Context: an optimization exercise on an open-source flow, tuned for small area and a short achievable clock period. The choices shown serve that exercise and are no tape-out recipe. The RTL was checked by simulation tests, not by an equivalence proof against the original design. The flow treats the clock pin as an ideal source, which a real chip does not have. Power is estimated from default activity; no workload was simulated.

## systolic_4x4
module systolic_4x4(    input  wire clk,
                        input  wire rst,
                        input  wire [31: 0] x_flat,    
                        input  wire [31: 0] y_flat,    
                        output wire [255:0] out_flat,  
                        output wire done
        );
export LEC_CHECK = 0
export CAP_MARGIN = 20
export CORE_MARGIN = 2
export CORE_UTILIZATION = 65
export CTS_BUF_LIST = sky130_fd_sc_hd__clkbuf_8 sky130_fd_sc_hd__clkbuf_16
export CTS_CLUSTER_DIAMETER = 80
export CTS_CLUSTER_SIZE = 24
export PLACE_DENSITY = 0.75
export SETUP_SLACK_MARGIN = 1.5
export SLEW_MARGIN = 20
export SYNTH_HIERARCHICAL = 1
export SYNTH_MINIMUM_KEEP_SIZE = 0
export TNS_END_PERCENT = 5
create_clock -name core_clock -period 5.5 [get_ports {clk}]
standard.sh (not shown) runs the stock make flow with config.mk's settings and CLKGATE_MAP_FILE= SYNTH_SCRIPT=/design/flow/synth_recipe.tcl, a recipe that flattens the netlist after the stock synthesis.
==> flow/flow/run.sh <==
#!/bin/bash
# Layout flow:
#  1. the standard synthesis;
#  2. every combinational cell that synthesis mapped at a drive strength
#     above 1 is set to drive strength 1 (timing repair later sizes up what
#     needs it);
#  3. the standard floorplan, placement and clock tree, with the port
#     buffers made of sky130_fd_sc_hd__buf_1 cells;
#  4. the accumulator and out registers get their clock through a short
#     chain of clock cells per leaf clock net (skew for the MAC paths,
#     flow/skew.tcl);
#  5. the standard routing and finishing (timing repair aiming at
#     2.4 ns of setup slack).
set -euo pipefail
bash standard.sh synth > synth.log 2>&1
openroad -no_init -exit flow/downsize.tcl > downsize.log 2>&1
export BUFFER_PORTS_ARGS="-buffer_cell sky130_fd_sc_hd__buf_1"
bash standard.sh cts > layout_cts.log 2>&1
openroad -no_init -exit flow/skew.tcl > skew.log 2>&1
bash standard.sh SETUP_SLACK_MARGIN=2.4 > layout.log 2>&1
Other scripts of this flow, unchanged in this note and not shown: flow/flow/downsize.tcl, flow/flow/skew.tcl
The first run finished clean.
Rerun with:
--- a/flow/design.v
+++ b/flow/design.v
@@ -269,40 +269,46 @@
     GC000 un193 (.i0(n175), .i1(n176), .i2(n184), .o(n193));
     wire n194;
     GC110 un194 (.i0(n177), .i1(n178), .i2(n184), .o(n194));
     wire n195;
     GC000 un195 (.i0(n185), .i1(n186), .i2(n184), .o(n195));
     wire n196;
     GC000 un196 (.i0(n187), .i1(n188), .i2(n184), .o(n196));
     wire n197;
     GC000 un197 (.i0(n189), .i1(n190), .i2(n184), .o(n197));
     assign s[0] = n125;
-    assign s[1] = n127 ^ n126;
-    assign s[2] = n129 ^ ~n156;
-    assign s[3] = n131 ^ ~n169;
-    assign s[4] = n133 ^ n170;
-    assign s[5] = n135 ^ ~n181;
-    assign s[6] = n137 ^ ~n182;
-    assign s[7] = n139 ^ ~n183;
-    assign s[8] = n141 ^ ~n184;
-    assign s[9] = n143 ^ ~n191;
-    assign s[10] = n145 ^ n192;
-    assign s[11] = n147 ^ n193;
-    assign s[12] = n149 ^ ~n194;
-    assign s[13] = n151 ^ n195;
-    assign s[14] = n153 ^ n196;
-    assign s[15] = n155 ^ ~n197;
+    XOR2S us1 (.a(n127), .b(n126), .y(s[1]));
+    XNOR2S us2 (.a(n129), .b(n156), .y(s[2]));
+    XNOR2S us3 (.a(n131), .b(n169), .y(s[3]));
+    XOR2S us4 (.a(n133), .b(n170), .y(s[4]));
+    XNOR2S us5 (.a(n135), .b(n181), .y(s[5]));
+    XNOR2S us6 (.a(n137), .b(n182), .y(s[6]));
+    XNOR2S us7 (.a(n139), .b(n183), .y(s[7]));
+    XNOR2S us8 (.a(n141), .b(n184), .y(s[8]));
+    XNOR2S us9 (.a(n143), .b(n191), .y(s[9]));
+    XOR2S us10 (.a(n145), .b(n192), .y(s[10]));
+    XOR2S us11 (.a(n147), .b(n193), .y(s[11]));
+    XNOR2S us12 (.a(n149), .b(n194), .y(s[12]));
+    XOR2S us13 (.a(n151), .b(n195), .y(s[13]));
+    XOR2S us14 (.a(n153), .b(n196), .y(s[14]));
+    XNOR2S us15 (.a(n155), .b(n197), .y(s[15]));
 endmodule
 module FA(input wire a, input wire b, input wire c, output wire s, output wire co);
     assign s = a ^ b ^ c;
     assign co = (a & b) | (a & c) | (b & c);
 endmodule
+module XOR2S(input wire a, input wire b, output wire y);
+    assign y = a ^ b;
+endmodule
+module XNOR2S(input wire a, input wire b, output wire y);
+    assign y = ~(a ^ b);
+endmodule
 module HA(input wire a, input wire b, output wire s, output wire co);
     assign s = a ^ b;
     assign co = a & b;
 endmodule
 module BSEL(input wire one, input wire two, input wire neg, input wire xa, input wire xb, output wire pp);
     wire sn;
     BSELA ua (.one(one), .two(two), .xa(xa), .xb(xb), .sn(sn));
     BXNOR ux (.a(sn), .b(neg), .y(pp));
 endmodule
 module BSELA(input wire one, input wire two, input wire xa, input wire xb, output wire sn);
@@ -315,20 +321,25 @@
     assign pp = (one & xa) ^ neg;
 endmodule
 module BSEL8N(input wire one, input wire two, input wire neg, input wire xa, output wire pp);
     assign pp = ~(((one | two) & xa) ^ neg);
 endmodule
 module BENC(input wire b2, input wire b1, input wire b0, output wire one, output wire two, output wire neg);
     assign one = b1 ^ b0;
     assign two = (b2 & ~b1 & ~b0) | (~b2 & b1 & b0);
     assign neg = b2;
 endmodule
+module BENC0(input wire b2, input wire b1, output wire one, output wire two, output wire neg);
+    assign one = b1;
+    assign two = b2 & ~b1;
+    assign neg = b2;
+endmodule
 module GC000(input wire i0, input wire i1, input wire i2, output wire o);
     assign o = (~i0 | (~i1 & ~i2));
 endmodule
 module GC001(input wire i0, input wire i1, input wire i2, output wire o);
     assign o = ~(~i0 | (~i1 & i2));
 endmodule
 module GC110(input wire i0, input wire i1, input wire i2, output wire o);
     assign o = ~(i0 | (i1 & ~i2));
 endmodule
 module GC111(input wire i0, input wire i1, input wire i2, output wire o);
@@ -364,22 +375,22 @@
     reg         done_r;
     reg  [4:1]  warm;            
     reg  [15:0] keep;            
     assign done = done_r;
     wire snap = (counter == 4'd10);
     wire ld   = snap & ~rst;     
     wire kp   = ~snap & ~rst;    
     genvar gi, gj, gb;
     generate
         for (gj = 0; gj < 4; gj = gj + 1) begin : g_enc
-            BENC e0 (.b2(y_flat[8*gj+1]), .b1(y_flat[8*gj+0]), .b0(1'b0),
-                     .one(ytop[gj][0]), .two(ytop[gj][1]), .neg(ytop[gj][2]));
+            BENC0 e0 (.b2(y_flat[8*gj+1]), .b1(y_flat[8*gj+0]),
+                      .one(ytop[gj][0]), .two(ytop[gj][1]), .neg(ytop[gj][2]));
             BENC e1 (.b2(y_flat[8*gj+3]), .b1(y_flat[8*gj+2]), .b0(y_flat[8*gj+1]),
                      .one(ytop[gj][3]), .two(ytop[gj][4]), .neg(ytop[gj][5]));
             BENC e2 (.b2(y_flat[8*gj+5]), .b1(y_flat[8*gj+4]), .b0(y_flat[8*gj+3]),
                      .one(ytop[gj][6]), .two(ytop[gj][7]), .neg(ytop[gj][8]));
             BENC e3 (.b2(y_flat[8*gj+7]), .b1(y_flat[8*gj+6]), .b0(y_flat[8*gj+5]),
                      .one(ytop[gj][9]), .two(ytop[gj][10]), .neg(ytop[gj][11]));
         end
         for (gi = 0; gi < 4; gi = gi + 1) begin : g_row
             for (gj = 0; gj < 4; gj = gj + 1) begin : g_col
                 localparam integer N = 4*gi + gj;
First-iteration DRC count came out lower by 1.6%; via count goes down by 2.0%; final area falls by 2.6%; total power decreases by 9.9%; setup slack improves by 0.017 ns; routed wire length goes down by 2.9%; worst hold slack degrades by 0.017 ns; non-clock buffer count came out lower by 47; critical path depth is unchanged.

========
build 1:
systolic_4x4, a different RTL version from the one above (not shown whole).
Size in the first run: ~4700 cells after synthesis, about 0.052 mm² of cells after synthesis.
==> module BENC0, before the edit <==
module BENC0(input wire b2, input wire b1, output wire one, output wire two, output wire neg);
    assign one = b1;
    assign two = b2 & ~b1;
    assign neg = b2;
endmodule
==> module systolic_4x4, before the edit <==
module systolic_4x4(    input  wire clk,
                        input  wire rst,
                        input  wire [31: 0] x_flat,    
                        input  wire [31: 0] y_flat,    
                        output wire [255:0] out_flat,  
                        output wire done
        );
    reg  [7:0]  xo  [15:0];
    reg  [11:0] yo  [15:0];      
    wire [11:0] ytop [3:0];      
    reg  [15:0] acc [15:0];
    reg  [15:0] out [15:0];
    wire [15:0] sum [15:0];      
    wire [15:0] out_d [15:0];
    reg  [3:0]  counter;
    reg         done_r;
    reg  [4:1]  warm;            
    reg  [15:0] keep;            
    assign done = done_r;
    wire snap = (counter == 4'd10);
    wire ld   = snap & ~rst;     
    wire kp   = ~snap & ~rst;    
    genvar gi, gj, gb;
    generate
        for (gj = 0; gj < 4; gj = gj + 1) begin : g_enc
            BENC0 e0 (.b2(y_flat[8*gj+1]), .b1(y_flat[8*gj+0]),
                      .one(ytop[gj][0]), .two(ytop[gj][1]), .neg(ytop[gj][2]));
            BENC e1 (.b2(y_flat[8*gj+3]), .b1(y_flat[8*gj+2]), .b0(y_flat[8*gj+1]),
                     .one(ytop[gj][3]), .two(ytop[gj][4]), .neg(ytop[gj][5]));
            BENC e2 (.b2(y_flat[8*gj+5]), .b1(y_flat[8*gj+4]), .b0(y_flat[8*gj+3]),
                     .one(ytop[gj][6]), .two(ytop[gj][7]), .neg(ytop[gj][8]));
            BENC e3 (.b2(y_flat[8*gj+7]), .b1(y_flat[8*gj+6]), .b0(y_flat[8*gj+5]),
                     .one(ytop[gj][9]), .two(ytop[gj][10]), .neg(ytop[gj][11]));
        end
        for (gi = 0; gi < 4; gi = gi + 1) begin : g_row
            for (gj = 0; gj < 4; gj = gj + 1) begin : g_col
                localparam integer N = 4*gi + gj;
                localparam integer K = (gi > gj) ? gi : gj;
                always @(posedge clk) keep[N] <= ~rst & warm[K+1];
                wire [15:0] acc_in = acc[N] & {16{keep[N]}};
                PE_int8 pe (.acc(acc_in), .x(xo[N]), .yb(yo[N]), .s(sum[N]));
                for (gb = 0; gb < 16; gb = gb + 1) begin : g_bit
                    OMUX m (.s(sum[N][gb]), .o(out[N][gb]), .ld(ld), .kp(kp), .y(out_d[N][gb]));
                end
                assign out_flat[16*N +: 16] = out[N];
            end
        end
    endgenerate
    integer i, j;
    always @(posedge clk) begin
        for (i = 0; i < 4; i = i + 1)
            for (j = 0; j < 4; j = j + 1) begin
                xo[4*i+j] <= (j == 0) ? x_flat[8*i +: 8] : xo[4*i+j-1];
                yo[4*i+j] <= (i == 0) ? ytop[j] : yo[4*i+j-4];
            end
        for (i = 0; i < 16; i = i + 1) begin
            acc[i] <= sum[i];
            out[i] <= out_d[i];
        end
        warm <= rst ? 4'd0 : {warm[3:1], 1'b1};
        if (rst) begin
            done_r  <= 1'b0;
            counter <= 4'd0;
        end else if (snap) begin
            done_r  <= 1'b1;
            counter <= 4'd0;
        end else begin
            done_r  <= 1'b0;
            counter <= counter + 1'b1;
        end
    end
endmodule
export LEC_CHECK = 0
export CAP_MARGIN = 20
export CORE_MARGIN = 2
export CORE_UTILIZATION = 65
export CTS_BUF_LIST = sky130_fd_sc_hd__clkbuf_8 sky130_fd_sc_hd__clkbuf_16
export CTS_CLUSTER_DIAMETER = 80
export CTS_CLUSTER_SIZE = 24
export PLACE_DENSITY = 0.75
export SETUP_SLACK_MARGIN = 1.5
export SLEW_MARGIN = 20
export SYNTH_HIERARCHICAL = 1
export SYNTH_MINIMUM_KEEP_SIZE = 0
export TNS_END_PERCENT = 20
create_clock -name core_clock -period 5.5 [get_ports {clk}]
Scripts as last shown in full above: flow/flow/run.sh
Other scripts of this flow, unchanged in this note and not shown: flow/flow/downsize.tcl, flow/flow/skew.tcl
Relative to build 1, the following input files were edited for trial 95:
diff --git a/flow/design.v b/flow/design.v
--- a/flow/design.v
+++ b/flow/design.v
@@ -322,11 +322,6 @@
     assign two = (b2 & ~b1 & ~b0) | (~b2 & b1 & b0);
     assign neg = b2;
 endmodule
-module BENC0(input wire b2, input wire b1, output wire one, output wire two, output wire neg);
-    assign one = b1;
-    assign two = b2 & ~b1;
-    assign neg = b2;
-endmodule
 module GC000(input wire i0, input wire i1, input wire i2, output wire o);
     assign o = (~i0 | (~i1 & ~i2));
 endmodule
@@ -376,8 +371,8 @@
     genvar gi, gj, gb;
     generate
         for (gj = 0; gj < 4; gj = gj + 1) begin : g_enc
-            BENC0 e0 (.b2(y_flat[8*gj+1]), .b1(y_flat[8*gj+0]),
-                      .one(ytop[gj][0]), .two(ytop[gj][1]), .neg(ytop[gj][2]));
+            BENC e0 (.b2(y_flat[8*gj+1]), .b1(y_flat[8*gj+0]), .b0(1'b0),
+                     .one(ytop[gj][0]), .two(ytop[gj][1]), .neg(ytop[gj][2]));
             BENC e1 (.b2(y_flat[8*gj+3]), .b1(y_flat[8*gj+2]), .b0(y_flat[8*gj+1]),
                      .one(ytop[gj][3]), .two(ytop[gj][4]), .neg(ytop[gj][5]));
             BENC e2 (.b2(y_flat[8*gj+5]), .b1(y_flat[8*gj+4]), .b0(y_flat[8*gj+3]),
==> comparison <==
Compared with build 1, trial 95 shows ratio of final minimum period to clock period lower by 0.48 points.
Average wire length per cell after detail routing shrinks slightly when moving from build 1 to trial 95.
Trial 95 vs. build 1: hold slack has decreased, combinational power has increased, final layout net count has increased, final area has remained practically unchanged, final cell count has increased.
Trial 95: PASS, flow complete, no timing, DRC or antenna violations
In the flow results for trial 95 and build 1, the wire length on met2 is larger on trial 95.
On wire length, the higher figure sits with build 1, not trial 95.
Smallest setup slack after layout: trial 95 better than build 1
Trial 95 ends up with a area added between synthesis and finish that is 0.15 points higher than in build 1.

========
== before ==
systolic_4x4, a different RTL version from the one above (not shown whole).
Size in the first run: roughly 5300 cells after synthesis, about 730 flip-flops, about 320 I/O pins, about 55000 um2 of cells after synthesis.
==> module systolic_4x4, before the edit <==
module systolic_4x4(    input  wire clk,
                        input  wire rst,
                        input  wire [31: 0] x_flat,    
                        input  wire [31: 0] y_flat,    
                        output wire [255:0] out_flat,  
                        output wire done
        );
    reg  [7:0]  xo  [15:0];
    reg  [7:0]  yo  [15:0];
    reg  [15:0] acc [15:0];
    reg  [15:0] out [15:0];
    wire [15:0] sum [15:0];
    wire [15:0] res [15:0];      
    wire [15:0] clr;
    reg  [3:0]  counter;
    reg         done_r;
    reg  [4:1]  warm;            
    assign done = done_r;
    genvar gi, gj;
    generate
        for (gi = 0; gi < 4; gi = gi + 1) begin : g_row
            for (gj = 0; gj < 4; gj = gj + 1) begin : g_col
                localparam integer N   = 4*gi + gj;
                localparam integer LAG = (gi == 0 || gj == 0);
                localparam integer K   = (gi > gj) ? gi : gj;
                localparam integer M   = LAG ? K + 1 : K;
                if (LAG) begin : g_lag
                    PE_int8 pe (.acc(acc[N]), .x(xo[N]), .y(yo[N]), .s(sum[N]));
                    assign res[N] = sum[N];
                end else begin : g_nolag
                    PE_int8 pe (.acc(acc[N]), .x(xo[N-1]), .y(yo[N-4]), .s(sum[N]));
                    assign res[N] = acc[N];
                end
                assign clr[N] = rst | ~warm[M];
                assign out_flat[16*N +: 16] = out[N];
            end
        end
    endgenerate
    integer i, j;
    always @(posedge clk) begin
        for (i = 0; i < 4; i = i + 1)
            for (j = 0; j < 4; j = j + 1) begin
                if (j < 3 || i == 0) xo[4*i+j] <= (j == 0) ? x_flat[8*i +: 8] : xo[4*i+j-1];
                if (i < 3 || j == 0) yo[4*i+j] <= (i == 0) ? y_flat[8*j +: 8] : yo[4*i+j-4];
            end
        for (i = 0; i < 16; i = i + 1)
            acc[i] <= clr[i] ? 16'd0 : sum[i];
        warm <= rst ? 4'd0 : {warm[3:1], 1'b1};
        if (rst) begin
            for (i = 0; i < 16; i = i + 1) out[i] <= 16'd0;
            done_r  <= 1'b0;
            counter <= 4'd0;
        end else if (counter == 4'd10) begin
            for (i = 0; i < 16; i = i + 1) out[i] <= res[i];
            done_r  <= 1'b1;
            counter <= 4'd0;
        end else begin
            done_r  <= 1'b0;
            counter <= counter + 1'b1;
        end
    end
endmodule
Settings: LEC_CHECK=0, CAP_MARGIN=20, CORE_MARGIN=2, CORE_UTILIZATION=65, CTS_BUF_LIST=sky130_fd_sc_hd__clkbuf_4 sky130_fd_sc_hd__clkbuf_8, PLACE_DENSITY=0.75, SETUP_SLACK_MARGIN=1.5, SLEW_MARGIN=20, SYNTH_HIERARCHICAL=1, SYNTH_MINIMUM_KEEP_SIZE=0; clock period 5.5 ns.
run.sh (not shown) runs the stock make flow with config.mk's settings and CLKGATE_MAP_FILE= SYNTH_SCRIPT=/design/flow/synth_recipe.tcl, a recipe that flattens the netlist after the stock synthesis.
Stock flow here: none of the scripts above is used.
[inputs] after vs before
--- a/flow/design.v
+++ b/flow/design.v
@@ -376,16 +376,10 @@
         for (gi = 0; gi < 4; gi = gi + 1) begin : g_row
             for (gj = 0; gj < 4; gj = gj + 1) begin : g_col
                 localparam integer N   = 4*gi + gj;
-                localparam integer LAG = (gi == 0 || gj == 0);
                 localparam integer K   = (gi > gj) ? gi : gj;
-                localparam integer M   = LAG ? K + 1 : K;
-                if (LAG) begin : g_lag
-                    PE_int8 pe (.acc(acc[N]), .x(xo[N]), .y(yo[N]), .s(sum[N]));
-                    assign res[N] = sum[N];
-                end else begin : g_nolag
-                    PE_int8 pe (.acc(acc[N]), .x(xo[N-1]), .y(yo[N-4]), .s(sum[N]));
-                    assign res[N] = acc[N];
-                end
+                localparam integer M   = K + 1;
+                PE_int8 pe (.acc(acc[N]), .x(xo[N]), .y(yo[N]), .s(sum[N]));
+                assign res[N] = sum[N];
                 assign clr[N] = rst | ~warm[M];
                 assign out_flat[16*N +: 16] = out[N];
             end
@@ -395,8 +389,8 @@
     always @(posedge clk) begin
         for (i = 0; i < 4; i = i + 1)
             for (j = 0; j < 4; j = j + 1) begin
-                if (j < 3 || i == 0) xo[4*i+j] <= (j == 0) ? x_flat[8*i +: 8] : xo[4*i+j-1];
-                if (i < 3 || j == 0) yo[4*i+j] <= (i == 0) ? y_flat[8*j +: 8] : yo[4*i+j-4];
+                xo[4*i+j] <= (j == 0) ? x_flat[8*i +: 8] : xo[4*i+j-1];
+                yo[4*i+j] <= (i == 0) ? y_flat[8*j +: 8] : yo[4*i+j-4];
             end
         for (i = 0; i < 16; i = i + 1)
             acc[i] <= clr[i] ? 16'd0 : sum[i];
Notes after the runs:
- Delta (after minus before): fraction of the yosys area taken by sequential cells shows an increase of 1.2 points, gate count of the mapped netlist shows an increase of 48, net switching power shows an increase of 1.9%, global-route track usage on met3 shows no meaningful change, share of total power in the clock network shows an increase of 1.0 points.
- On post-route standard cell area excluding fillers, after does worse than before.
- The higher fraction of cell area in non-clock buffers came out of before.
- From before to after the numbers moved as follows: number of placed instances with taps included up 104; total clock buffers created by CTS grew by about 12%.
- As of after, final-layout clock buffer total had risen by a few percent compared to before.
- Diff before -> after | initial antenna violation count | decrease of 1
- after and before ended up with nearly the same post-layout utilization of the core.

## re-timing with driven ports
The results above use ideal ports. As a check the final layouts listed here were re-extracted and re-timed, cells and wires unchanged. Step 1, drivers: a clkbuf_16 drives clk and a buf_2 each remaining input, both assumed. Step 2, shift: input delay + t, output delay - t, t = (earliest + latest rising clock arrival at the registers) / 2. This alone moves slack from input paths to output paths. Three values: ideal ports, drivers, drivers and shift; two values: the first two.
run | t (ns) | slack for setup (ns) | clock arrival spread, ns
the first run of note 1 | 1.081 | 2.357 / 2.287 / 2.038 | 0.862 / 0.862
the second run of note 1 | 1.083 | 2.374 / 2.300 / 2.397 | 0.878 / 0.878
build 1 | 1.101 | 2.329 / 2.258 / 2.354 | 0.880 / 0.880
trial 95 | 1.093 | 2.355 / 2.284 / 2.018 | 0.884 / 0.883
before | 0.862 | 1.393 / 1.393 / 1.393 | 0.047 / 0.046
after | 0.896 | 1.487 / 1.487 / 1.487 | 0.044 / 0.044
Clock arrivals are far apart in the first run of note 1, the second run of note 1, build 1 and trial 95, so t is only a midpoint there and step 2 fits no single register. The setup slack of trial 95, which loses most, moves by -0.071 ns with the drivers and by -0.337 ns with both steps.
